What follows belongs to an exercise in optimizing a design on an open flow for small area, a short achievable clock period and few clock cycles; a production flow would make more cautious choices.
In this exercise RTL edits were held to simulation tests only and were not proved equivalent to the original.
Power is estimated from default activity; no workload was simulated.

## old
Design MipsProcessor, start of the top module:
module MipsProcessor(input clk, rst, output [31:0] imem_addr, input [31:0] imem_data,
                     output [31:0] dmem_addr, dmem_wdata, output dmem_we, dmem_re, input [31:0] dmem_rdata);
Size: ~3900 cells after synthesis.
export LEC_CHECK = 0
export CAP_MARGIN = 20
export CORE_MARGIN = 2
export CORE_UTILIZATION = 60
export PLACE_DENSITY = 0.7
export SLEW_MARGIN = 20
export SYNTH_HIERARCHICAL = 1
create_clock -name core_clock -period 12.0 [get_ports {clk}]
standard.sh (not shown) runs the stock make flow with config.mk's settings and CLKGATE_MAP_FILE= SYNTH_SCRIPT=/design/flow/synth_recipe.tcl, a recipe that flattens the netlist after the stock synthesis.
==> flow/flow/run.sh <==
#!/bin/bash
# The standard synthesis and layout (standard.sh), with:
#  - ports buffered with buf_4 instead of the library's first buffer;
#  - larger clock-tree sink clusters and no dummy clock loads;
#  - after global routing, cells with ample slack are downsized (flow/downsize.tcl).
set -o pipefail
bash standard.sh \
  SETUP_SLACK_MARGIN=8.6 \
  TNS_END_PERCENT=5 \
  MATCH_CELL_FOOTPRINT=0 \
  "BUFFER_PORTS_ARGS=-buffer_cell sky130_fd_sc_hd__buf_4" \
  "CTS_ARGS=-sink_clustering_enable -repair_clock_nets -sink_clustering_size 25 -sink_clustering_max_diameter 80 -dont_use_dummy_load" \
  POST_GLOBAL_ROUTE_TCL=$PWD/flow/post_grt.tcl \
  finish > flow_make.log 2>&1
Other scripts of this flow, unchanged in this note and not shown: flow/flow/downsize.tcl, flow/flow/post_grt.tcl
old went all the way through synthesis, placement and routing and the layout is clean on timing, DRC and antenna.
Testbench counts of old, summed over its fixed seeds: cycles 49,457.
diff inputs: old => new
--- a/flow/design.v
+++ b/flow/design.v
@@ -430,25 +430,25 @@
 			wire t_n, h_n;
 			C_NAND2 My_T(.a(br_taken[i/8]), .b(br_target[i]), .y(t_n));
 			C_NAND2 My_H(.a(br_ntaken[i/8]), .b(pc_hold[i]), .y(h_n));
 			C_NAND2 My_M(.a(t_n), .b(h_n), .y(pc_next[i]));
 		end
 	endgenerate
 	always @(posedge clk, posedge rst) begin
 		if (rst)
 			pc <= 32'd0;
 		else
 			pc <= pc_next;
 	end
-	OutRegR My_PcOut(.clk(clk), .rst(rst), .d(pc_next), .q(imem_addr));
+	assign imem_addr = pc;
 	reg        d_valid;
 	reg [31:0] d_w;
 	always @(posedge clk, posedge rst) begin
 		if (rst)
 			d_valid <= 1'b0;
 		else
 			d_valid <= br_ntaken[3] && (stall ? d_valid : 1'b1);
 	end
 	reg [31:1] d_s1, d_s2;
 	wire [31:1] n_s1, n_s2;
 	Dec5 My_SDec1(.a(stall ? d_w[25:21] : imem_data[25:21]), .en(1'b1), .y(n_s1));
 	Dec5 My_SDec2(.a(stall ? d_w[20:16] : imem_data[20:16]), .en(1'b1), .y(n_s2));
@@ -529,25 +529,24 @@
 		e_fb   <= ft && !c_useimm;
 		e_rb   <= !ft && !c_useimm;
 		e_ib   <= c_useimm && !d_jal;
 		e_sub  <= c_sub | c_slt;
 		e_ssum <= !(c_and | c_or | c_slt);
 		e_and  <= c_and;
 		e_or   <= c_or;
 		e_slt  <= c_slt;
 	end
 	reg [31:0] m_res, m_sd;
 	wire [31:0] sd = e_ft ? m_res : e_b;
 	wire [31:0] res;
-	OutReg My_AddrOut(.clk(clk), .d(res), .q(dmem_addr));
 	ALU My_ALU(.m(m_res), .ea(e_a), .eb(e_b), .imm({e_imm[15], e_imm}), .fa(e_fa), .ra(e_ra), .fb(e_fb), .rb(e_rb), .ib(e_ib),
 	           .sub(e_sub), .ssum(e_ssum), .andop(e_and), .orop(e_or), .slt(e_slt), .out(res));
 	reg m_regwrite_r, m_memread, m_memwrite;
 	reg [4:0] m_rd_r;
 	always @(posedge clk, posedge rst) begin
 		if (rst) begin
 			m_regwrite_r <= 1'b0; m_memread <= 1'b0; m_memwrite <= 1'b0;
 		end else begin
 			m_regwrite_r <= e_regwrite; m_memread <= e_memread; m_memwrite <= e_memwrite;
 		end
 	end
 	reg m_re_o;
@@ -555,27 +554,17 @@
 		m_re_o <= e_memread;
 		m_rd_r <= e_rd;
 		m_res  <= res;
 		m_sd   <= sd;
 	end
 	assign m_regwrite = m_regwrite_r;
 	assign m_rd = m_rd_r;
 	generate
 		for (i = 0; i < 32; i = i + 1) begin : wdm
 			C_MUX2 My_W(.a0(m_res[i]), .a1(dmem_rdata[i]), .s(m_memread), .y(m_wd[i]));
 		end
 	endgenerate
+	assign dmem_addr  = m_res;
 	assign dmem_wdata = m_sd;
 	assign dmem_we    = m_memwrite;
 	assign dmem_re    = m_re_o;
 endmodule
-module OutReg(input clk, input [31:0] d, output reg [31:0] q);
-	always @(posedge clk)
-		q <= d;
-endmodule
-module OutRegR(input clk, rst, input [31:0] d, output reg [31:0] q);
-	always @(posedge clk, posedge rst)
-		if (rst)
-			q <= 32'd0;
-		else
-			q <= d;
-endmodule
==> summary.txt <==
Summary of new over old: final core utilization neither gained nor lost much; overall power fell by 5.2%.
new reports a lower total via count after detailed routing than old does.
Diff new and old: final cell count lower in new
Re wire length of the first global-routing pass: new and old aren't equal, and the lower value belongs to new.
NOTE internal portion of total power old->new decreased by a few percent
Delta (new minus old): overall track demand over capacity in global routing -0.47 points; critical-path maximum fanout rose by 1; synthesized netlist cell count went down by 65; post-route clock period utilization rose by 1.3 points.
Routed length per instance, new vs old: down by a few percent
old has a higher tightest slew margin relative to the limit than new.
Testbench counts of new, summed over its fixed seeds: cycles 49,457.

re-timing with driven ports:
How much do the figures lean on ideal ports? The routed layouts below were timed once more, with nothing changed but the port constraints.
Step 1, drivers: a clkbuf_16 drives clk and a buf_2 each remaining input, both assumed.
Step 2 times the ports against the registers' clock, not the clock port: input delays grow and output delays shrink by t, the midpoint of the rising clock arrivals with the driver on.
Slacks: no drivers / after step 1 / after step 2; pairs: no drivers / after step 1.
run	shift t [ns]	setup WS [ns]	latest minus earliest clock arrival (ns)	worst register clock-pin slew, ns
old	0.722	8.362 / 8.283 / 7.788	0.061 / 0.061	0.10 / 0.10
new	0.762	8.201 / 8.124 / 7.770	0.067 / 0.068	0.10 / 0.10
After both steps every run listed still meets setup and hold. The setup slack of old, which loses most, moves by -0.079 ns with the drivers and by -0.574 ns with both steps.
